This design comes from an exercise in tuning for small area, a short achievable clock period and few clock cycles on the open sky130 flow, not from production work. Where RTL was checked, it was by simulation tests only, not by an equivalence proof against the original. No functional check of the RTL was part of runs 2 and 3.

### config.mk
export PLATFORM = sky130hd
export DESIGN_NAME = alu_add
export DESIGN_NICKNAME = alu_add
export VERILOG_FILES = /design/flow/design.v
export SDC_FILE = /design/flow/constraint.sdc
export NUM_CORES = 4
export LEC_CHECK = 0
export CAP_MARGIN = 20
export CORE_MARGIN = 2
export CORE_UTILIZATION = 40
export SETUP_SLACK_MARGIN = 4.5
export SLEW_MARGIN = 20
### constraint.sdc
create_clock -name core_clock -period 10.0 [get_ports {clk_i}]
set_input_delay 2.0000 -clock core_clock [delete_from_list [all_inputs] [get_ports {clk_i}]]
set_output_delay 2.0000 -clock core_clock [all_outputs]
set_load 0.01 [all_outputs]
### design.v
package calc_pkg;
    typedef struct packed {
        logic on;
        logic off;
        logic mem_rc;
        logic mem_sub;
        logic mem_add;
        logic op_percent;
        logic op_sqrt;
        logic op_div;
        logic op_mul;
        logic op_sub;
        logic op_add;
        logic op_eq;
        logic dot;
        logic num_1;
        logic num_2;
        logic num_3;
        logic num_4;
        logic num_5;
        logic num_6;
        logic num_7;
        logic num_8;
        logic num_9;
        logic num_0;
    } buttons_t;
    typedef enum logic [4:0] {
        B_NONE,          
        B_ON,            
        B_OFF,           
        B_MEM_RC,        
        B_MEM_SUB,       
        B_MEM_ADD,       
        B_OP_PERCENT,    
        B_OP_SQRT,       
        B_OP_DIV,        
        B_OP_MUL,        
        B_OP_SUB,        
        B_OP_ADD,        
        B_OP_EQ,         
        B_DOT,           
        B_NUM_1,         
        B_NUM_2,         
        B_NUM_3,         
        B_NUM_4,         
        B_NUM_5,         
        B_NUM_6,         
        B_NUM_7,         
        B_NUM_8,         
        B_NUM_9,         
        B_NUM_0,         
        B_UNKNOWN        
    } active_button_t;
    function automatic logic isNumberButton(active_button_t active_button);
        isNumberButton = ((active_button >= calc_pkg::B_NUM_1) && (active_button <= calc_pkg::B_NUM_0));
    endfunction
    function automatic logic isOpButton(active_button_t active_button);
        isOpButton = ((active_button >= calc_pkg::B_OP_DIV) && (active_button <= calc_pkg::B_OP_ADD));
    endfunction
    function automatic logic isEqButton(active_button_t active_button);
        isEqButton = (active_button == calc_pkg::B_OP_EQ);
    endfunction
    function automatic logic isDotButton(active_button_t active_button);
        isDotButton = (active_button == calc_pkg::B_DOT);
    endfunction
    typedef logic [3:0] bcd_t;
    function automatic logic [6:0] bcd2segments(bcd_t bcd);
        unique case (bcd)
            4'd0: bcd2segments = 7'b1111110;
            4'd1: bcd2segments = 7'b0110000;
            4'd2: bcd2segments = 7'b1101101;
            4'd3: bcd2segments = 7'b1111001;
            4'd4: bcd2segments = 7'b0110011;
            4'd5: bcd2segments = 7'b1011011;
            4'd6: bcd2segments = 7'b1011111;
            4'd7: bcd2segments = 7'b1110000;
            4'd8: bcd2segments = 7'b1111111;
            4'd9: bcd2segments = 7'b1111011;
            default: bcd2segments = 7'bxxxxxxx;
        endcase
    endfunction
    typedef enum logic [1:0] {
        OP_NONE,
        OP_ADD,
        OP_MUL,
        OP_DIV
    } op_t;
    function automatic op_t button2op(active_button_t active_button);
        unique case (active_button)
            calc_pkg::B_OP_DIV: button2op = calc_pkg::OP_DIV;
            calc_pkg::B_OP_MUL: button2op = calc_pkg::OP_MUL;
            calc_pkg::B_OP_SUB: button2op = calc_pkg::OP_ADD;
            calc_pkg::B_OP_ADD: button2op = calc_pkg::OP_ADD;
            default: button2op = calc_pkg::OP_NONE;
        endcase
    endfunction
    function automatic bcd_t button2bcd(active_button_t active_button);
        unique case (active_button)
            calc_pkg::B_NUM_1: button2bcd = 1;
            calc_pkg::B_NUM_2: button2bcd = 2;
            calc_pkg::B_NUM_3: button2bcd = 3;
            calc_pkg::B_NUM_4: button2bcd = 4;
            calc_pkg::B_NUM_5: button2bcd = 5;
            calc_pkg::B_NUM_6: button2bcd = 6;
            calc_pkg::B_NUM_7: button2bcd = 7;
            calc_pkg::B_NUM_8: button2bcd = 8;
            calc_pkg::B_NUM_9: button2bcd = 9;
            calc_pkg::B_NUM_0: button2bcd = 0;
            default: button2bcd = 0;
        endcase
    endfunction
    parameter NumDigits = 8;
    typedef logic unsigned [$clog2(NumDigits)-1:0] exponent_t;
    typedef struct packed {
        logic error;
        logic sign;
        exponent_t exponent;
        bcd_t [NumDigits-1:0] significand;
    } num_t;
    function automatic num_t neg(num_t num);
        neg = num;
        neg.sign = !num.sign;
    endfunction
endpackage
module alu_add (
    input   logic           clk_i,
    input   logic           rst_i,
    input   logic [36:0]    left_i,      
    input   logic [36:0]    right_i,     
    output  logic           in_ready_o,
    input   logic           in_valid_i,
    output  logic [36:0]    result_o,    
    input   logic           out_ready_i,
    output  logic           out_valid_o
);
function automatic logic [3:0] c9(input logic [3:0] y, input logic en);
    c9 = {en ? ~(y[3] | y[2] | y[1]) : y[3], y[2] ^ (en & y[1]), y[1], y[0] ^ en};
endfunction
function automatic logic [3:0] dinc(input logic [3:0] r, input logic c);
    dinc = c ? {(r[3] & ~r[0]) | (r[2] & r[1] & r[0]), r[2] ^ (r[1] & r[0]), (r[1] ^ r[0]) & ~r[3], ~r[0]} : r;
endfunction
logic v1_q, v2_q, en1, en2;
assign en2         = !v2_q || out_ready_i;
assign en1         = !v1_q || en2;
assign in_ready_o  = en1;
assign out_valid_o = v2_q;
always_ff @(posedge clk_i) begin
    if (rst_i) begin
        v1_q <= 1'b0;
        v2_q <= 1'b0;
    end else begin
        if (en1) v1_q <= in_valid_i;
        if (en2) v2_q <= v1_q;
    end
end
logic [31:0] sa, sb, xa, xb;
logic [2:0]  ea, eb, er, dab, dba, sha, shb;
logic        ga, gb, a_lt, sub;
assign sa = left_i[31:0];
assign sb = right_i[31:0];
assign ea = left_i[34:32];
assign eb = right_i[34:32];
assign ga = left_i[35];
assign gb = right_i[35];
assign a_lt = (ea < eb);
assign dab  = ea - eb;
assign dba  = eb - ea;
assign sha  = a_lt ? dba : 3'd0;
assign shb  = a_lt ? 3'd0 : dab;
assign er   = a_lt ? eb : ea;
assign sub  = ga ^ gb;
assign xa   = sa >> {sha, 2'b00};
assign xb   = sb >> {shb, 2'b00};
logic [4:0] z  [8];
logic [3:0] xk [8];
logic [3:0] xh [8];
logic [4:0] xc [8];
always_comb begin
    for (int i = 0; i < 8; i++) begin
        xk[i] = xa[4*i +: 4] & c9(xb[4*i +: 4], sub);
        xh[i] = xa[4*i +: 4] ^ c9(xb[4*i +: 4], sub);
        xc[i][0] = 1'b0;
        xc[i][1] = xk[i][0];
        xc[i][2] = xk[i][1] | (xh[i][1] & xk[i][0]);
        xc[i][3] = xk[i][2] | (xh[i][2] & xk[i][1]) | (xh[i][2] & xh[i][1] & xk[i][0]);
        xc[i][4] = xk[i][3] | (xh[i][3] & xk[i][2]) | (xh[i][3] & xh[i][2] & xk[i][1])
                 | (xh[i][3] & xh[i][2] & xh[i][1] & xk[i][0]);
        z[i] = {xc[i][4], xh[i] ^ xc[i][3:0]};
    end
end
logic [4:0] z_q [8];
logic [2:0] er_q;
logic       sub_q, ga_q, gb_q;
always_ff @(posedge clk_i) begin
    if (en1) begin
        for (int i = 0; i < 8; i++) z_q[i] <= z[i];
        er_q   <= er;
        sub_q  <= sub;
        ga_q   <= ga;
        gb_q   <= gb;
    end
end
logic [3:0] r0 [8];
logic [7:0] g, p;
always_comb begin
    for (int i = 0; i < 8; i++) begin
        g[i] = z_q[i][4] | (z_q[i][3] & (z_q[i][2] | z_q[i][1]));
        p[i] = ~z_q[i][4] & z_q[i][3] & ~z_q[i][2] & ~z_q[i][1] & z_q[i][0];
        r0[i] = g[i] ? {z_q[i][3] ^ (z_q[i][2] | z_q[i][1]), ~(z_q[i][2] ^ z_q[i][1]), ~z_q[i][1], z_q[i][0]}
                     : z_q[i][3:0];
    end
end
logic [8:0] c0, c1;
logic [7:0] gg [4];
logic [7:0] pp [4];
always_comb begin
    gg[0] = g; pp[0] = p;
    for (int l = 0; l < 3; l++) begin
        for (int i = 0; i < 8; i++) begin
            if (i >= (1 << l)) begin
                gg[l+1][i] = gg[l][i] | (pp[l][i] & gg[l][i - (1 << l)]);
                pp[l+1][i] = pp[l][i] & pp[l][i - (1 << l)];
            end else begin
                gg[l+1][i] = gg[l][i];
                pp[l+1][i] = pp[l][i];
            end
        end
    end
    c0[0] = 1'b0;
    c1[0] = 1'b1;
    for (int i = 0; i < 8; i++) begin
        c0[i+1] = gg[3][i];
        c1[i+1] = gg[3][i] | pp[3][i];
    end
end
logic        cy, inc, neg, shr;
logic [31:0] s;
assign cy  = c0[8];
assign inc = sub_q & cy;
assign neg = sub_q & ~cy;
assign shr = ~sub_q & cy;
always_comb
    for (int i = 0; i < 8; i++)
        s[4*i +: 4] = dinc(r0[i], c0[i] | (inc & c1[i]));
logic [7:0]  zd;         
logic [7:0]  lzt;        
logic [8:1]  kt;         
logic [2:0]  k;
logic [31:0] h4, h2, h1, m;
logic [3:0]  fill;
assign fill = {neg, 2'b00, neg};
always_comb begin
    for (int i = 0; i < 8; i++)
        zd[i] = (s[4*i +: 4] == fill);
    lzt[0] = 1'b1;
    for (int j = 1; j <= 7; j++) begin
        lzt[j] = lzt[j-1] & zd[8-j];
        kt[j] = lzt[j] && (er_q >= 3'(j));
    end
    kt[8] = 1'b0;
    k[2] = kt[4];
    k[1] = kt[6] | (kt[2] & ~kt[4]);
    k[0] = kt[7] | (kt[5] & ~kt[6]) | (kt[3] & ~kt[4]) | (kt[1] & ~kt[2]);
    h4 = k[2] ? {s[15:0], {4{fill}}} : s;
    h2 = k[1] ? {h4[23:0], {2{fill}}} : h4;
    h1 = k[0] ? {h2[27:0], fill} : h2;
    for (int i = 0; i < 8; i++)
        m[4*i +: 4] = c9(h1[4*i +: 4], neg);
end
logic [36:0] res;
assign res = shr ? {er_q == 3'd7, ga_q, er_q + 3'd1, 4'd1, s[31:4]}
                 : {1'b0, (neg ? gb_q : ga_q) & ~(&zd), er_q - k, m};
logic [36:0] r2_q;
always_ff @(posedge clk_i)
    if (en2) r2_q <= res;
assign result_o = r2_q;
endmodule
### flow/run.sh
#!/bin/bash
# Standard ORFS layout, with two changes: abc maps the logic with flow/area.abc (an
# area-oriented script), and ports are buffered by buf_1 cells instead of clkdlybuf4s50_1.
set -euo pipefail
export FLOW_SYNTH_TCL=$PWD/synth_recipe.tcl
export ABC_SCRIPT_OVERRIDE=$PWD/flow/area.abc
bash standard.sh SYNTH_SCRIPT=$PWD/flow/synth.tcl 'BUFFER_PORTS_ARGS=-buffer_cell sky130_fd_sc_hd__buf_1' finish > standard.log 2>&1
### flow/area.abc
strash
&get -n
&dch -f
&nf -a
&put
topo
stime -c
### flow/synth.tcl
# The standard synthesis (synth_recipe.tcl), with abc's technology mapping run with
# the script in $ABC_SCRIPT_OVERRIDE instead of ORFS's abc_speed/abc_area script.
proc abc {args} {
  set i [lsearch -exact $args -script]
  if { $i >= 0 } {
    lset args [expr { $i + 1 }] $::env(ABC_SCRIPT_OVERRIDE)
  }
  yosys abc {*}$args
}
source $::env(FLOW_SYNTH_TCL)
### standard.sh
#!/bin/bash
# synth_recipe.tcl (not shown) runs the flow's synth.tcl, then flattens the netlist and writes it again
# the make line also repeats each setting of config.mk as NAME=value (left out here)
make -C /OpenROAD-flow-scripts/flow DESIGN_CONFIG=/design/flow/config.mk WORK_HOME=/design/flow/orfs CLKGATE_MAP_FILE= SYNTH_SCRIPT=/design/flow/synth_recipe.tcl "${@:-finish}"
==> results of run 1 <==
[layer usage]
metal  track usage, %  up-vias  wire length (um)
met1             29.2     4105             11900
met2             37.1      430             13200
li1                 -     4325                 -
met4             11.9        0              1470
met5                0        -                 0
met3             3.40      115              1840
[stage by stage]
| step | instance area (um2) | setup WS [ns] | util [%] |
|---|---|---|---|
| 2_1_floorplan | 9100 | 4.19 | - |
| 4_1_cts | 11100 | 4.32 | 50.7 |
| 3_3_place_gp | 9970 | 3.26 | 45.7 |
| 6_report | 11900 | 4.29 | 54.6 |
| 5_1_grt | 11900 | 4.15 | 54.6 |
| 3_5_place_dp | 9970 | 3.19 | 45.7 |
[area by class of cell]
cell class	instances	area, um2
clock buffer	11	233
clock inverter	3	38.8
fill	1932	9920
inverter	84	338
multi-input combinational	885	7140
sequential	85	2530
tap	280	350
timing repair buffer	202	1250
timing repair inverter	2	25.0
[what timing repair did]
item                       in CTS  in global routing
setup buffers                  45                 31
cloned                          6                  1
pin swaps                      31                 27
setup endpoints to repair      62                 52
gates resized for setup        90                126
[cell usage in the layout (no fill, tap or decap), types with 6 or more instances in the layout]
| master | n |
|---|---|
| sky130_fd_sc_hd__buf_6 | 6 |
| sky130_fd_sc_hd__buf_1 | 114 |
| sky130_fd_sc_hd__or3_1 | 8 |
| sky130_fd_sc_hd__mux2i_1 | 66 |
| sky130_fd_sc_hd__mux2i_4 | 22 |
| sky130_fd_sc_hd__mux2i_2 | 12 |
| sky130_fd_sc_hd__a21o_1 | 14 |
| sky130_fd_sc_hd__clkinv_1 | 78 |
| sky130_fd_sc_hd__xor2_1 | 8 |
| sky130_fd_sc_hd__o22ai_1 | 11 |
| sky130_fd_sc_hd__nor3_2 | 6 |
| sky130_fd_sc_hd__nand4_1 | 6 |
| sky130_fd_sc_hd__nor2_2 | 7 |
| sky130_fd_sc_hd__and2_0 | 10 |
| sky130_fd_sc_hd__and3_1 | 10 |
| sky130_fd_sc_hd__fa_1 | 10 |
| sky130_fd_sc_hd__nand2_1 | 105 |
| sky130_fd_sc_hd__nor2_1 | 111 |
| sky130_fd_sc_hd__o31ai_1 | 7 |
| sky130_fd_sc_hd__o21ai_1 | 18 |
| sky130_fd_sc_hd__buf_12 | 6 |
| sky130_fd_sc_hd__o21a_1 | 6 |
| sky130_fd_sc_hd__nor3_1 | 20 |
| sky130_fd_sc_hd__buf_8 | 6 |
| sky130_fd_sc_hd__buf_4 | 69 |
| sky130_fd_sc_hd__o21ai_0 | 67 |
| sky130_fd_sc_hd__ha_1 | 58 |
| sky130_fd_sc_hd__nand3_1 | 16 |
| sky130_fd_sc_hd__edfxtp_1 | 83 |
| sky130_fd_sc_hd__o21bai_1 | 12 |
| sky130_fd_sc_hd__xnor2_1 | 52 |
| sky130_fd_sc_hd__o211ai_1 | 8 |
| sky130_fd_sc_hd__clkbuf_16 | 9 |
| sky130_fd_sc_hd__a31oi_1 | 15 |
| sky130_fd_sc_hd__a21oi_1 | 49 |
[critical path, stage by stage, from the launching register on]
cell	delay (ns)
sky130_fd_sc_hd__edfxtp_1	0.42
sky130_fd_sc_hd__or4b_4	0.54
sky130_fd_sc_hd__o31a_1	0.32
sky130_fd_sc_hd__nor3_2	0.18
sky130_fd_sc_hd__a311oi_4	0.08
sky130_fd_sc_hd__buf_12	0.18
sky130_fd_sc_hd__buf_8	0.12
sky130_fd_sc_hd__or4_4	0.56
sky130_fd_sc_hd__a21boi_4	0.20
sky130_fd_sc_hd__o22ai_1	0.08
sky130_fd_sc_hd__a2111o_1	0.40
sky130_fd_sc_hd__or4b_4	0.61
sky130_fd_sc_hd__or3_4	0.35
sky130_fd_sc_hd__o221a_4	0.32
sky130_fd_sc_hd__nand2_8	0.10
sky130_fd_sc_hd__buf_4	0.15
sky130_fd_sc_hd__buf_16	0.14
sky130_fd_sc_hd__buf_8	0.13
sky130_fd_sc_hd__mux2i_4	0.30
sky130_fd_sc_hd__buf_4	0.15
sky130_fd_sc_hd__nand4_1	0.10
sky130_fd_sc_hd__o221ai_2	0.10
[state kept, by name, summed over array words and instances (netlist names)]
signal,flops
er_q,3
ga_q,1
gb_q,1
r2_q,37
sub_q,1
v1_q,1
v2_q,1
z_q,40
[logic make-up after synthesis]
group | count (synthesis) | synth area share [%]
xor gates and xnor gates | 63 | 6.20
AOI/OAI and AO/OA | 279 | 19.7
muxes | 109 | 12.4
and+or+nand+nor | 356 | 18.3
buffers and inverters | 84 | 3.54
adders and majority gates | 74 | 11.3
DFF | 85 | 28.5
[final timing paths]
check | slack (ns) | endpoint | cells after the start | from
worst max-delay path | 4.29 | r2_q[15] | 21 | z_q[5][1]
worst min-delay path | 0.51 | v2_q | 2 | v1_q
worst max register to register | 4.29 | r2_q[15] | 21 | z_q[5][1]
worst min register to register | 0.51 | v2_q | 2 | v1_q
==> insert_results.sql, run 1 <==
INSERT INTO impl_metrics (metric_group, metric, value, unit) VALUES
('floorplanning', 'die_w', '153', 'um'),
('yosys', 'synth.most_common_cell', 'sky130_fd_sc_hd__nor2_1', ''),
('timing', 'fmaxAchievable', '0.175', 'GHz'),
('global_routing', 'globalRoute.totalOverflow', '0', ''),
('global_routing', 'number_of_global_route_vias_before_repair', '8309', ''),
('floorplanning', 'top_level_ports', '117', ''),
('timing', 'slew_violations', '0', ''),
('yosys', 'synth.ff_latch_count', '85', ''),
('floorplanning', 'die-area', '0.0234', 'mm2'),
('route', 'detailedRoute.firstPassIterationCount', '5', ''),
('cells_and_area', 'nNetsFinal', '1421', ''),
('clock_tree', 'ctsLongestPathBuffers', '2', ''),
('yosys', 'avgSynthCellArea', '8.47', 'um2'),
('floorplanning', 'die_height', '153', 'um'),
('global_routing', 'largest_net_degree_at_the_start_of_global_routing', '48', ''),
('floorplanning', 'core_area', '0.0218', 'mm2'),
('yosys', 'synth.distinct_cells', '56', ''),
('timing', 'slew-limit-headroom', '37.4', '%'),
('clock_tree', 'clkLatencyLatePin', '0.35', 'ns'),
('yosys', 'synth_top_cells_by_area', 'sky130_fd_sc_hd__edfxtp_1 (28%), sky130_fd_sc_hd__mux2i_1 (11%), sky130_fd_sc_hd__ha_1 (8.9%), sky130_fd_sc_hd__xnor2_1 (5.3%), sky130_fd_sc_hd__nor2_1 (5.1%)', ''),
('route', 'wl', '28400', 'um'),
('route', 'drt_iter0_markers', '595', ''),
('critical_path', 'timing.critical_path.fanout_max', '7', ''),
('route', 'vias', '8975', ''),
('cells_and_area', 'final-instance-count-excl-fill', '1552', ''),
('yosys', 'yosys_warnings', '9', ''),
('yosys', 'synth-edff-count', '83', ''),
('min_path', 'timing.hold.worst.class', 'flip-flop to flip-flop', ''),
('placed_design', 'routabilityCongestion', '0.908', ''),
('global_routing', 'grt_util_all_layers', '22.8', '%'),
('job', 'drv_cap', '0', ''),
('placed_design', 'dp_hpwl', '19600', 'um'),
('yosys', 'async_flop_share', '0', '%'),
('critical_path', 'setup.worst_path.start_class', 'flip-flop', ''),
('critical_path', 'arrival_time_at_the_worst_endpoint', '5.88', 'ns'),
('yosys', 'ys_dominant_reg_cell', 'sky130_fd_sc_hd__edfxtp_1', ''),
('critical_path', 'worst-endpoint-required', '10.18', 'ns'),
('critical_path', 'worstSetupPathType', 'flip-flop to flip-flop', ''),
('route', 'drc_violation_count_after_routing', '0', ''),
('clock_tree', 'tritoncts', 'done', ''),
('global_routing', 'global_route_wire_length_before_repair', '43300', 'um'),
('cells_and_area', 'area_growth', '33.8', '%'),
('timing', 'clock_skew_after_layout', '0.00544', 'ns'),
('timing', 'rsz0062_at_grt', 'yes', ''),
('clock_tree', 'clock_tree.root_cell', 'sky130_fd_sc_hd__clkbuf_16', ''),
('route', 'via_per_inst', '5.78', ''),
('route', 'route.antenna.remaining_nets', '0', ''),
('clock_tree', 'maximum_level_of_the_cts_h_tree', '3', ''),
('global_routing', 'antenna_found_initial', '0', ''),
('floorplanning', 'fp-row-count', '54', ''),
('timing', 'finalWorstPathRequiredPeriod', '5.71', 'ns'),
('timing', 'final.setup.tns', '0', 'ns'),
('placed_design', 'buffers_on_ports', '114', ''),
('yosys', 'synth.yosys.seq_area_share', '28.5', '%'),
('critical_path', 'critical_path.endpoint_type', 'flip-flop', ''),
('route', 'detail_route.wl_per_cell', '18.3', 'um'),
('timing', 'timing.hold.ws', '0.511', 'ns'),
('floorplanning', 'starting_density', '40.8', '%'),
('timing', 'setup-violations-final', '0', ''),
('clock_tree', 'cts_sinks', '85', ''),
('timing', 'hold_viol', '0', ''),
('timing', 'min_period_over_period', '57.1', '%'),
('yosys', 'synth.top_cell.area_share', '28.0', '%'),
('cells_and_area', 'drive_gt1_share', '19.3', '%'),
('placed_design', 'number_of_instances_in_the_placed_design', '1455', ''),
('run_status', 'outcome', 'no timing/DRC/antenna violations', ''),
('yosys', 'post-synth-top-area-cell', 'sky130_fd_sc_hd__edfxtp_1', ''),
('cells_and_area', 'antenna_cells_inserted', '0', ''),
('yosys', 'postSynthNetCount', '1202', ''),
('yosys', 'post_synth_instance_area', '0.00890', 'mm2'),
('timing', 'max_slew.worst_pin.slew', '0.938', 'ns'),
('yosys', 'ys_top_cells_by_count', 'sky130_fd_sc_hd__nor2_1 (120), sky130_fd_sc_hd__nand2_1 (114), sky130_fd_sc_hd__mux2i_1 (100)', ''),
('clock_tree', 'cts.clk_slew.worst_paths', '0.06', 'ns'),
('yosys', 'postSynthCellCount', '1050', ''),
('clock_tree', 'cts_made_buffers', '9', ''),
('clock_tree', 'hold_buffers', '0', '');
Testbench counts, summed over its fixed seeds: cycles 3,216.
==> run 2: changes to the inputs <==
--- a/design.v
+++ b/design.v
@@ -144,6 +144,9 @@
 assign en1         = !v1_q || en2;
 assign in_ready_o  = en1;
 assign out_valid_o = v2_q;
+logic ld1, ld2;
+assign ld1 = en1 && in_valid_i;
+assign ld2 = en2 && v1_q;
 always_ff @(posedge clk_i) begin
     if (rst_i) begin
         v1_q <= 1'b0;
@@ -192,7 +195,7 @@
 logic [2:0] er_q;
 logic       sub_q, ga_q, gb_q;
 always_ff @(posedge clk_i) begin
-    if (en1) begin
+    if (ld1) begin
         for (int i = 0; i < 8; i++) z_q[i] <= z[i];
         er_q   <= er;
         sub_q  <= sub;
@@ -246,12 +249,12 @@
 logic [7:0]  lzt;        
 logic [8:1]  kt;         
 logic [2:0]  k;
-logic [31:0] h4, h2, h1, m;
-logic [3:0]  fill;
-assign fill = {neg, 2'b00, neg};
-always_comb begin
-    for (int i = 0; i < 8; i++)
-        zd[i] = (s[4*i +: 4] == fill);
+logic [31:0] m, h4, h2, h1;
+always_comb begin
+    for (int i = 0; i < 8; i++) begin
+        m[4*i +: 4] = c9(s[4*i +: 4], neg);
+        zd[i] = (s[4*i +: 4] == {neg, 2'b00, neg});
+    end
     lzt[0] = 1'b1;
     for (int j = 1; j <= 7; j++) begin
         lzt[j] = lzt[j-1] & zd[8-j];
@@ -261,17 +264,15 @@
     k[2] = kt[4];
     k[1] = kt[6] | (kt[2] & ~kt[4]);
     k[0] = kt[7] | (kt[5] & ~kt[6]) | (kt[3] & ~kt[4]) | (kt[1] & ~kt[2]);
-    h4 = k[2] ? {s[15:0], {4{fill}}} : s;
-    h2 = k[1] ? {h4[23:0], {2{fill}}} : h4;
-    h1 = k[0] ? {h2[27:0], fill} : h2;
-    for (int i = 0; i < 8; i++)
-        m[4*i +: 4] = c9(h1[4*i +: 4], neg);
+    h4 = k[2] ? {m[15:0], 16'd0} : m;
+    h2 = k[1] ? {h4[23:0], 8'd0} : h4;
+    h1 = k[0] ? {h2[27:0], 4'd0} : h2;
 end
 logic [36:0] res;
 assign res = shr ? {er_q == 3'd7, ga_q, er_q + 3'd1, 4'd1, s[31:4]}
-                 : {1'b0, (neg ? gb_q : ga_q) & ~(&zd), er_q - k, m};
+                 : {1'b0, (neg ? gb_q : ga_q) & ~(&zd), er_q - k, h1};
 logic [36:0] r2_q;
 always_ff @(posedge clk_i)
-    if (en2) r2_q <= res;
+    if (ld2) r2_q <= res;
 assign result_o = r2_q;
 endmodule
==> flow/run.sh (replaced) <==
#!/bin/bash
# Standard ORFS layout, with ports buffered by buf_1 cells instead of clkdlybuf4s50_1.
set -euo pipefail
bash standard.sh 'BUFFER_PORTS_ARGS=-buffer_cell sky130_fd_sc_hd__buf_1' finish > standard.log 2>&1
==> config.mk (replaced) <==
export PLATFORM = sky130hd
export DESIGN_NAME = alu_add
export DESIGN_NICKNAME = alu_add
export VERILOG_FILES = /design/flow/design.v
export SDC_FILE = /design/flow/constraint.sdc
export NUM_CORES = 4
export LEC_CHECK = 0
export ABC_AREA = 1
export CAP_MARGIN = 0
export CORE_MARGIN = 2
export CORE_UTILIZATION = 40
export SETUP_SLACK_MARGIN = 5
export SLEW_MARGIN = 0
removed: flow/area.abc
removed: flow/synth.tcl
==> insert_results.sql, run 2 <==
INSERT INTO impl_metrics (metric_group, metric, value, unit) VALUES
('run_status', 'outcome', 'no timing/DRC/antenna violations', ''),
('cells_and_area', 'largest_registers', 'z_q: 40 flops, r2_q: 37 flops, er_q: 3 flops', ''),
('min_path', 'whs_endpoint', 'v2_q', ''),
('clock_tree', 'cts.clk_slew.worst_paths', '0.06', 'ns'),
('critical_path', 'slowest_delay', '0.37', 'ns'),
('job', 'drv_cap', '0', ''),
('clock_tree', 'maximum_level_of_the_cts_h_tree', '3', ''),
('yosys', 'synth_adder_area_share', '10.1', '%'),
('route', 'route.antenna.remaining_nets', '0', ''),
('timing', 'fmaxAchievable', '0.207', 'GHz'),
('yosys', 'postSynthNetCount', '1655', ''),
('timing', 'hold_viol', '0', ''),
('critical_path', 'r2r_endpoint', 'r2_q[34]', ''),
('yosys', 'async_flop_share', '0', '%'),
('clock_tree', 'tritoncts', 'done', ''),
('clock_tree', 'ctsLongestPathBuffers', '2', ''),
('route', 'via_per_inst', '5.09', ''),
('yosys', 'synth.ff_latch_count', '85', ''),
('placed_design', 'dp_hpwl', '20800', 'um'),
('global_routing', 'global_route_wire_length_before_repair', '44700', 'um'),
('timing', 'slew-limit-headroom', '26.9', '%'),
('clock_tree', 'cts_made_buffers', '9', ''),
('critical_path', 'worst-endpoint-required', '10.10', 'ns'),
('floorplanning', 'top_level_ports', '117', ''),
('yosys', 'post-synth-top-area-cell', 'sky130_fd_sc_hd__edfxtp_1', ''),
('yosys', 'yosys_warnings', '9', ''),
('critical_path', 'delay_heaviest_family_cp', 'compound AO/OA/AOI/OAI gates', ''),
('floorplanning', 'die_height', '162', 'um'),
('timing', 'rsz0062_at_grt', 'yes', ''),
('global_routing', 'grt_util_all_layers', '21.2', '%'),
('yosys', 'avgSynthCellArea', '6.64', 'um2'),
('global_routing', 'globalRoute.totalOverflow', '0', ''),
('yosys', 'post_synth_instance_area', '0.00999', 'mm2'),
('cells_and_area', 'num-fill-cells', '2572', ''),
('route', 'vias', '9996', ''),
('timing', 'max_slew.worst_pin.slew', '1.09', 'ns'),
('cells_and_area', 'final_area', '0.0116', 'mm2'),
('timing', 'timing.hold.ws', '0.532', 'ns'),
('clock_tree', 'clock_tree.root_cell', 'sky130_fd_sc_hd__clkbuf_16', ''),
('cells_and_area', 'regMostFlops', 'z_q', ''),
('route', 'detailroute.wirelength.met3', '1420', 'um'),
('critical_path', 'timing.critical_path.fanout_max', '8', ''),
('critical_path', 'worst_r2r_path_depth', '27', ''),
('critical_path', 'regToRegSetupSlack', '5.36', 'ns'),
('critical_path', 'worstSetupPathType', 'input port to flip-flop', ''),
('yosys', 'synth-edff-count', '83', ''),
('floorplanning', 'die_w', '162', 'um'),
('critical_path', 'critical_path.slowest_cell', 'sky130_fd_sc_hd__fa_1', ''),
('yosys', 'synth-compound-area-share', '12.4', '%'),
('route', 'detail_route.wirelength.met1', '12300', 'um'),
('yosys', 'synth.mux.area_fraction', '0.601', '%'),
('cells_and_area', 'largest_reg_flops', '40', ''),
('yosys', 'postSynthCellCount', '1503', ''),
('route', 'drc_violation_count_after_routing', '0', ''),
('clock_tree', 'clkLatencyLatePin', '0.35', 'ns'),
('yosys', 'yosys.area_share.simple', '36.2', '%'),
('floorplanning', 'die-area', '0.0262', 'mm2'),
('timing', 'setup-violations-final', '0', ''),
('yosys', 'synth.distinct_cells', '54', ''),
('cells_and_area', 'leading_cell_type_in_the_layout_fill_and_taps_excluded', 'sky130_fd_sc_hd__nand2_1', ''),
('yosys', 'synth.most_common_cell', 'sky130_fd_sc_hd__nand2_1', ''),
('min_path', 'min_from', 'v1_q', ''),
('critical_path', 'arrival_time_at_the_worst_endpoint', '4.93', 'ns'),
('min_path', 'timing.hold.worst.class', 'flip-flop to flip-flop', ''),
('cells_and_area', 'nNetsFinal', '1785', ''),
('placed_design', 'dp_slack', '3.28', 'ns'),
('route', 'met2RoutedLength', '12800', 'um'),
('route', 'detail_route.wl_per_cell', '14.4', 'um'),
('critical_path', 'critical_path_buf_inv_count', '5', ''),
('placed_design', 'routabilityCongestion', '0.917', ''),
('timing', 'fin_ws', '5.17', 'ns'),
('yosys', 'synth.top_cell.area_share', '25.0', '%'),
('cells_and_area', 'drive_gt1_share', '11.4', '%'),
('yosys', 'ys_dominant_reg_cell', 'sky130_fd_sc_hd__edfxtp_1', ''),
('clock_tree', 'cts_sinks', '85', ''),
('route', 'drt_iter0_markers', '553', ''),
('placed_design', 'buffers_on_ports', '114', ''),
('timing', 'slew_violations', '0', ''),
('clock_tree', 'hold_buffers', '0', ''),
('floorplanning', 'starting_density', '40.9', '%'),
('yosys', 'ys_top_cells_by_count', 'sky130_fd_sc_hd__nand2_1 (468), sky130_fd_sc_hd__inv_1 (180), sky130_fd_sc_hd__nand3_1 (155)', ''),
('global_routing', 'number_of_global_route_vias_before_repair', '8830', ''),
('yosys', 'synth_top_cells_by_area', 'sky130_fd_sc_hd__edfxtp_1 (25%), sky130_fd_sc_hd__nand2_1 (18%), sky130_fd_sc_hd__ha_1 (7.9%), sky130_fd_sc_hd__nand3_1 (7.8%), sky130_fd_sc_hd__inv_1 (6.8%)', ''),
('yosys', 'combinational_family_with_the_most_area_after_synthesis', 'simple AND/OR/NAND/NOR gates', ''),
('critical_path', 'setup.worst_path.start_class', 'input port', ''),
('timing', 'clock_skew_after_layout', '0.00763', 'ns'),
('global_routing', 'antenna_found_initial', '0', ''),
('timing', 'finalWorstPathRequiredPeriod', '4.83', 'ns'),
('route', 'wl', '28200', 'um'),
('timing', 'final.setup.tns', '0', 'ns'),
('global_routing', 'largest_net_degree_at_the_start_of_global_routing', '47', ''),
('critical_path', 'crit_chain', 'buf_1 -> inv_1 -> ha_1 -> inv_1 -> fa_1 -> or2_2 -> a21oi_4 -> clkinvlp_4 -> buf_4 -> o21ai_1 -> nor2_1 -> xor2_1 -> ha_1 -> a21oi_1 -> nand2_1 -> a21o_1', ''),
('critical_path', 'critical_path.endpoint_type', 'flip-flop', ''),
('yosys', 'synth-xor-area-share', '5.17', '%'),
('route', 'dr.max_layer_used', 'met4', ''),
('placed_design', 'post_dp_cell_area', '0.0106', 'mm2'),
('min_path', 'hold_path_depth', '2', ''),
('route', 'detailedRoute.firstPassIterationCount', '5', ''),
('timing', 'min_period_over_period', '48.3', '%'),
('cells_and_area', 'layout_common_cells', 'sky130_fd_sc_hd__nand2_1 (463), sky130_fd_sc_hd__inv_1 (174), sky130_fd_sc_hd__nand3_1 (154)', ''),
('critical_path', 'rr_startpoint', 'z_q[4][1]', ''),
('cells_and_area', 'area_growth', '15.8', '%'),
('floorplanning', 'fp-row-count', '57', ''),
('cells_and_area', 'antenna_cells_inserted', '0', ''),
('yosys', 'synth.yosys.seq_area_share', '25.4', '%'),
('floorplanning', 'core_area', '0.0244', 'mm2');
-- run 2: changes by cell type in the layout (fill, tap and decap cells not counted), sizes merged, moves of 13 or more --
| cell | previous run | this run |
|---|---|---|
| clkinv | 84 | 6 |
| o21ai | 89 | 148 |
| nand3 | 17 | 170 |
| a31oi | 18 | 3 |
| nor3 | 28 | 6 |
| mux2i | 100 | 6 |
| xnor2 | 54 | 19 |
| nand4 | 6 | 19 |
| a21oi | 53 | 33 |
| nand2 | 116 | 485 |
| buf | 202 | 160 |
| xor2 | 9 | 40 |
| inv | 4 | 189 |
| clkinvlp | 0 | 13 |
-- run 2: metal layers --
| metal | track usage [%] | up-vias |
|---|---|---|
| met5 | 0 | - |
| li1 | - | 5197 |
| met4 | 12.0 | 0 |
| met3 | 2.68 | 87 |
| met2 | 35.0 | 339 |
| met1 | 27.0 | 4373 |
-- run 2: final cells by class --
cell class | count | area (um2) | share of cell area, %
Sequential cell | 85 | 2530 | 21.9
Inverter | 198 | 788 | 6.82
Timing Repair inverter | 8 | 57.6 | 0.498
Clock inverter | 2 | 10.0 | 0.0866
Clock buffer | 14 | 264 | 2.28
Multi-Input combinational cell | 1169 | 6690 | 57.9
Timing Repair Buffer | 162 | 813 | 7.03
Tap cell | 324 | 405 | 3.51
-- run 2: worst max path at each step --
stage                      startpoint   endpoint  slack, ns  cells past startpoint
after floorplan           right_i[34]  z_q[0][2]       5.02                     16
after global placement    right_i[33]  z_q[1][2]       3.34                     15
after detailed placement  right_i[33]  z_q[1][2]       3.28                     15
after CTS                 right_i[33]  z_q[1][4]       4.96                     17
after global routing       left_i[33]  z_q[1][4]       4.96                     19
final                      left_i[32]  z_q[2][4]       5.17                     16
-- run 2: cell families (layout without fill, tap and decap cells) --
| logic type | Yosys count | in the layout |
|---|---|---|
| AOI/OAI and AO/OA | 221 | 222 |
| xor gates and xnor gates | 59 | 59 |
| adders and majority gates | 74 | 74 |
| buffers and inverters | 256 | 384 |
| DFF | 85 | 85 |
| muxes | 6 | 6 |
| and+or+nand+nor | 802 | 808 |
-- run 2: worst register-to-register path, stage by stage (launching register included) --
cell and delay, ns:
sky130_fd_sc_hd__edfxtp_1 0.40, sky130_fd_sc_hd__inv_1 0.11, sky130_fd_sc_hd__ha_1 0.15, sky130_fd_sc_hd__inv_1 0.04, sky130_fd_sc_hd__ha_1 0.15, sky130_fd_sc_hd__or2_1 0.24
sky130_fd_sc_hd__nand2_1 0.08, sky130_fd_sc_hd__nand2_1 0.13, sky130_fd_sc_hd__a21oi_4 0.25, sky130_fd_sc_hd__nand3_2 0.11, sky130_fd_sc_hd__buf_6 0.22, sky130_fd_sc_hd__inv_8 0.17
sky130_fd_sc_hd__nand3_1 0.11, sky130_fd_sc_hd__nand2_1 0.12, sky130_fd_sc_hd__nand3_2 0.16, sky130_fd_sc_hd__nor2_4 0.15, sky130_fd_sc_hd__buf_4 0.18, sky130_fd_sc_hd__nand2_1 0.09
sky130_fd_sc_hd__nor2_1 0.12, sky130_fd_sc_hd__nand2_2 0.10, sky130_fd_sc_hd__nand3_4 0.16, sky130_fd_sc_hd__nor2_8 0.05, sky130_fd_sc_hd__ha_1 0.27, sky130_fd_sc_hd__nand2_1 0.06
sky130_fd_sc_hd__fa_1 0.40, sky130_fd_sc_hd__xor2_1 0.21, sky130_fd_sc_hd__xnor2_1 0.13, sky130_fd_sc_hd__inv_1 0.04
-- run 2: through the flow --
step / util [%] / cells
global placement: 43.6 / 1889
floorplan: - / 1503
global route: 47.4 / 1962
detailed placement: 43.6 / 1889
CTS: 46.1 / 1930
finish: 47.4 / 1962
-- run 2: repair_timing --
item / in CTS / in global routing
buffers inserted: 12 / 28
resized for setup: 56 / 41
cloned: 13 / 4
pin swaps: 6 / 10
setup endpoints to repair: 70 / 34
==> run 3: changes to the inputs <==
==> flow/run.sh (replaced) <==
#!/bin/bash
# Standard ORFS layout, with ports buffered by buf_1 cells instead of clkdlybuf4s50_1,
# and timing repair aimed at 5.4 ns of setup slack.
set -euo pipefail
bash standard.sh 'BUFFER_PORTS_ARGS=-buffer_cell sky130_fd_sc_hd__buf_1' SETUP_SLACK_MARGIN=5.4 finish > standard.log 2>&1
--- a/config.mk
+++ b/config.mk
@@ -9,5 +9,4 @@
 export CAP_MARGIN = 0
 export CORE_MARGIN = 2
 export CORE_UTILIZATION = 40
-export SETUP_SLACK_MARGIN = 5
 export SLEW_MARGIN = 0
==> insert_results.sql, run 3 <==
INSERT INTO impl_metrics (metric_group, metric, value, unit) VALUES
('yosys', 'post_synth_instance_area', '0.00999', 'mm2'),
('timing', 'slew-limit-headroom', '26.2', '%'),
('global_routing', 'number_of_global_route_vias_before_repair', '9217', ''),
('placed_design', 'buffers_on_ports', '114', ''),
('floorplanning', 'starting_density', '40.9', '%'),
('placed_design', 'dp_hpwl', '21100', 'um'),
('cells_and_area', 'antenna_cells_inserted', '0', ''),
('yosys', 'yosys_warnings', '9', ''),
('floorplanning', 'die_height', '162', 'um'),
('yosys', 'ys_top_cells_by_count', 'sky130_fd_sc_hd__nand2_1 (468), sky130_fd_sc_hd__inv_1 (180), sky130_fd_sc_hd__nand3_1 (155)', ''),
('placed_design', 'post_dp_cell_area', '0.0107', 'mm2'),
('route', 'drt_iter0_markers', '598', ''),
('timing', 'slew_violations', '0', ''),
('yosys', 'ys_dominant_reg_cell', 'sky130_fd_sc_hd__edfxtp_1', ''),
('route', 'via_per_inst', '5.09', ''),
('cells_and_area', 'area_growth', '23.0', '%'),
('job', 'drv_cap', '0', ''),
('global_routing', 'largest_net_degree_at_the_start_of_global_routing', '47', ''),
('critical_path', 'rr_startpoint', 'z_q[1][1]', ''),
('timing', 'clock_skew_after_layout', '0.00780', 'ns'),
('run_status', 'outcome', 'no timing/DRC/antenna violations', ''),
('global_routing', 'globalRoute.totalOverflow', '0', ''),
('floorplanning', 'top_level_ports', '117', ''),
('route', 'route.antenna.remaining_nets', '0', ''),
('clock_tree', 'hold_buffers', '0', ''),
('critical_path', 'slowest_delay', '0.51', 'ns'),
('clock_tree', 'cts_made_buffers', '9', ''),
('cells_and_area', 'num-fill-cells', '2473', ''),
('yosys', 'synth.top_cell.area_share', '25.0', '%'),
('critical_path', 'arrival_time_at_the_worst_endpoint', '4.74', 'ns'),
('critical_path', 'worst-endpoint-required', '10.11', 'ns'),
('timing', 'finalWorstPathRequiredPeriod', '4.63', 'ns'),
('cells_and_area', 'drive_gt1_share', '17.5', '%'),
('yosys', 'synth.yosys.seq_area_share', '25.4', '%'),
('critical_path', 'crit_chain', 'buf_1 -> inv_2 -> ha_4 -> a21oi_2 -> and2_4 -> nor2_4 -> buf_6 -> mux2i_4 -> nor2_4 -> a31oi_2 -> o21ai_2 -> xor2_2 -> ha_2 -> inv_2 -> fa_2 -> inv_1', ''),
('min_path', 'whs_endpoint', 'v2_q', ''),
('yosys', 'avgSynthCellArea', '6.64', 'um2'),
('yosys', 'post-synth-top-area-cell', 'sky130_fd_sc_hd__edfxtp_1', ''),
('cells_and_area', 'leading_cell_type_in_the_layout_fill_and_taps_excluded', 'sky130_fd_sc_hd__nand2_1', ''),
('timing', 'hold_viol', '0', ''),
('route', 'detail_route.wl_per_cell', '14.9', 'um'),
('route', 'detailedRoute.firstPassIterationCount', '5', ''),
('timing', 'final.setup.tns', '0', 'ns'),
('clock_tree', 'ctsLongestPathBuffers', '2', ''),
('timing', 'min_period_over_period', '46.3', '%'),
('yosys', 'synth-edff-count', '83', ''),
('critical_path', 'critical_path.slowest_cell', 'sky130_fd_sc_hd__fa_2', ''),
('route', 'drc_violation_count_after_routing', '0', ''),
('min_path', 'hold_path_depth', '2', ''),
('clock_tree', 'clock_tree.root_cell', 'sky130_fd_sc_hd__clkbuf_16', ''),
('clock_tree', 'tritoncts', 'done', ''),
('yosys', 'synth.ff_latch_count', '85', ''),
('global_routing', 'global_route_wire_length_before_repair', '46900', 'um'),
('cells_and_area', 'final_area', '0.0123', 'mm2'),
('min_path', 'min_from', 'v1_q', ''),
('route', 'wl', '29600', 'um'),
('critical_path', 'worstSetupPathType', 'input port to flip-flop', ''),
('critical_path', 'timing.critical_path.fanout_max', '5', ''),
('cells_and_area', 'largest_reg_flops', '40', ''),
('route', 'vias', '10124', ''),
('cells_and_area', 'regMostFlops', 'z_q', ''),
('floorplanning', 'die-area', '0.0262', 'mm2'),
('placed_design', 'routabilityCongestion', '0.938', ''),
('timing', 'rsz0062_at_grt', 'yes', ''),
('yosys', 'postSynthCellCount', '1503', ''),
('yosys', 'synth.distinct_cells', '54', ''),
('critical_path', 'delay_heaviest_family_cp', 'adder cells', ''),
('timing', 'setup-violations-final', '0', ''),
('floorplanning', 'fp-row-count', '57', ''),
('min_path', 'timing.hold.worst.class', 'flip-flop to flip-flop', ''),
('critical_path', 'r2r_endpoint', 'r2_q[34]', ''),
('placed_design', 'dp_slack', '3.78', 'ns'),
('floorplanning', 'die_w', '162', 'um'),
('cells_and_area', 'nNetsFinal', '1813', ''),
('critical_path', 'setup.worst_path.start_class', 'input port', ''),
('floorplanning', 'core_area', '0.0244', 'mm2'),
('clock_tree', 'cts_sinks', '85', ''),
('critical_path', 'worst_r2r_path_depth', '25', ''),
('yosys', 'synth_top_cells_by_area', 'sky130_fd_sc_hd__edfxtp_1 (25%), sky130_fd_sc_hd__nand2_1 (18%), sky130_fd_sc_hd__ha_1 (7.9%), sky130_fd_sc_hd__nand3_1 (7.8%), sky130_fd_sc_hd__inv_1 (6.8%)', ''),
('yosys', 'postSynthNetCount', '1655', ''),
('global_routing', 'antenna_found_initial', '0', ''),
('cells_and_area', 'layout_common_cells', 'sky130_fd_sc_hd__nand2_1 (449), sky130_fd_sc_hd__inv_1 (164), sky130_fd_sc_hd__nand3_1 (152)', ''),
('timing', 'fin_ws', '5.37', 'ns'),
('cells_and_area', 'largest_registers', 'z_q: 40 flops, r2_q: 37 flops, er_q: 3 flops', ''),
('clock_tree', 'maximum_level_of_the_cts_h_tree', '3', ''),
('timing', 'fmaxAchievable', '0.216', 'GHz'),
('timing', 'max_slew.worst_pin.slew', '1.10', 'ns'),
('critical_path', 'regToRegSetupSlack', '5.52', 'ns'),
('clock_tree', 'cts.clk_slew.worst_paths', '0.06', 'ns'),
('critical_path', 'critical_path_buf_inv_count', '5', ''),
('global_routing', 'grt_util_all_layers', '22.2', '%'),
('critical_path', 'critical_path.endpoint_type', 'flip-flop', ''),
('yosys', 'async_flop_share', '0', '%');
run 3: cell counts after synthesis:
No cell type changed its count.
run 3: kinds of logic (layout without fill, tap and decap cells):
logic type	after synthesis	in the layout	share of synthesized area (%)
AND/OR/NAND/NOR	802	811	36.2
multiplexers	6	6	0.601
adder cells (fa/ha/maj)	74	74	10.1
flip-flops	85	85	25.4
buffers and inverters	256	410	10.1
AO/OA/AOI/OAI	221	221	12.4
XOR/XNOR	59	59	5.17
run 3: layout make-up:
| type | count | area (um2) | share of cell area, % |
|---|---|---|---|
| Inverter | 198 | 850 | 6.92 |
| Sequential cell | 85 | 2530 | 20.6 |
| Clock buffer | 10 | 229 | 1.86 |
| Tap cell | 324 | 405 | 3.30 |
| Clock inverter | 6 | 40.0 | 0.326 |
| Timing Repair Buffer | 189 | 1080 | 8.76 |
| Multi-Input combinational cell | 1171 | 7090 | 57.7 |
| Timing Repair inverter | 7 | 57.6 | 0.469 |
run 3: worst max path at each step:
stage                           start         to  slack, ns  cells past startpoint
after floorplan            left_i[32]  z_q[3][1]       5.35                     15
after global placement      z_q[0][1]   r2_q[34]       3.88                     26
after detailed placement    z_q[0][1]   r2_q[34]       3.78                     26
after CTS                   z_q[4][1]   r2_q[34]       5.36                     28
after global routing        z_q[1][2]   r2_q[34]       5.28                     25
final                     right_i[34]  z_q[1][1]       5.37                     16
run 3: per-layer routing:
metal,share of wire (%),up-vias,track usage [%]
li1,-,5254,-
met3,4.5,77,2.20
met4,5.6,0,12.8
met5,0,-,0
met2,47,313,36.7
met1,43,4480,28.5
run 3: per-stage QoR:
| stage | utilization (%) | hold slack [ns] | std cells |
|---|---|---|---|
| 2_1_floorplan | - | 0.445 | 1503 |
| 6_report | 50.4 | 0.531 | 1990 |
| 3_3_place_gp | 43.9 | 0.511 | 1887 |
| 3_5_place_dp | 43.9 | 0.521 | 1887 |
| 5_1_grt | 50.4 | 0.545 | 1990 |
| 4_1_cts | 47.4 | 0.531 | 1947 |
run 3: repair_timing:
| action | 4_1_cts | 5_1_grt |
|---|---|---|
| setup buffers | 31 | 39 |
| endpoints found under the setup margin | 74 | 49 |
| resized for setup | 86 | 113 |
| gates cloned | 13 | 4 |
| pin swaps | 24 | 38 |
run 3: worst min-delay path: stages, from the launching register on:
cell	delay (ns)
sky130_fd_sc_hd__dfxtp_1	0.31
sky130_fd_sc_hd__inv_1	0.10
sky130_fd_sc_hd__a21oi_1	0.07

-- re-timing with driven ports --
In the flow no input, the clock included, has a driving cell. The finished layouts below were timed again as built, in two steps.
Step 1, drivers: a clkbuf_16 drives clk_i and a buf_2 each remaining input, both assumed.
Step 2 moves the port delays by t, midway between the first and last clock arrival at a register: inputs arrive t later, outputs are due t later. That takes back most of the time a late clock gives input paths.
Slacks: ideal / step 1 / step 2; pairs: ideal / step 1.
run	t (ns)	slack for setup (ns)	worst setup path after step 2	slew at the worst register clock pin (ns)	pins driven straight from the clock port
run 1	0.390	4.295 / 4.295 / 4.295	register to register	0.06 / 0.06	1
run 2	0.394	5.173 / 5.199 / 4.805	input to register	0.06 / 0.06	1
run 3	0.392	5.370 / 5.389 / 4.997	input to register	0.07 / 0.07	1
After both steps setup and hold are still met in every run listed. The setup slack of run 3, which loses most, moves by +0.019 ns with the drivers and by -0.373 ns with both steps.
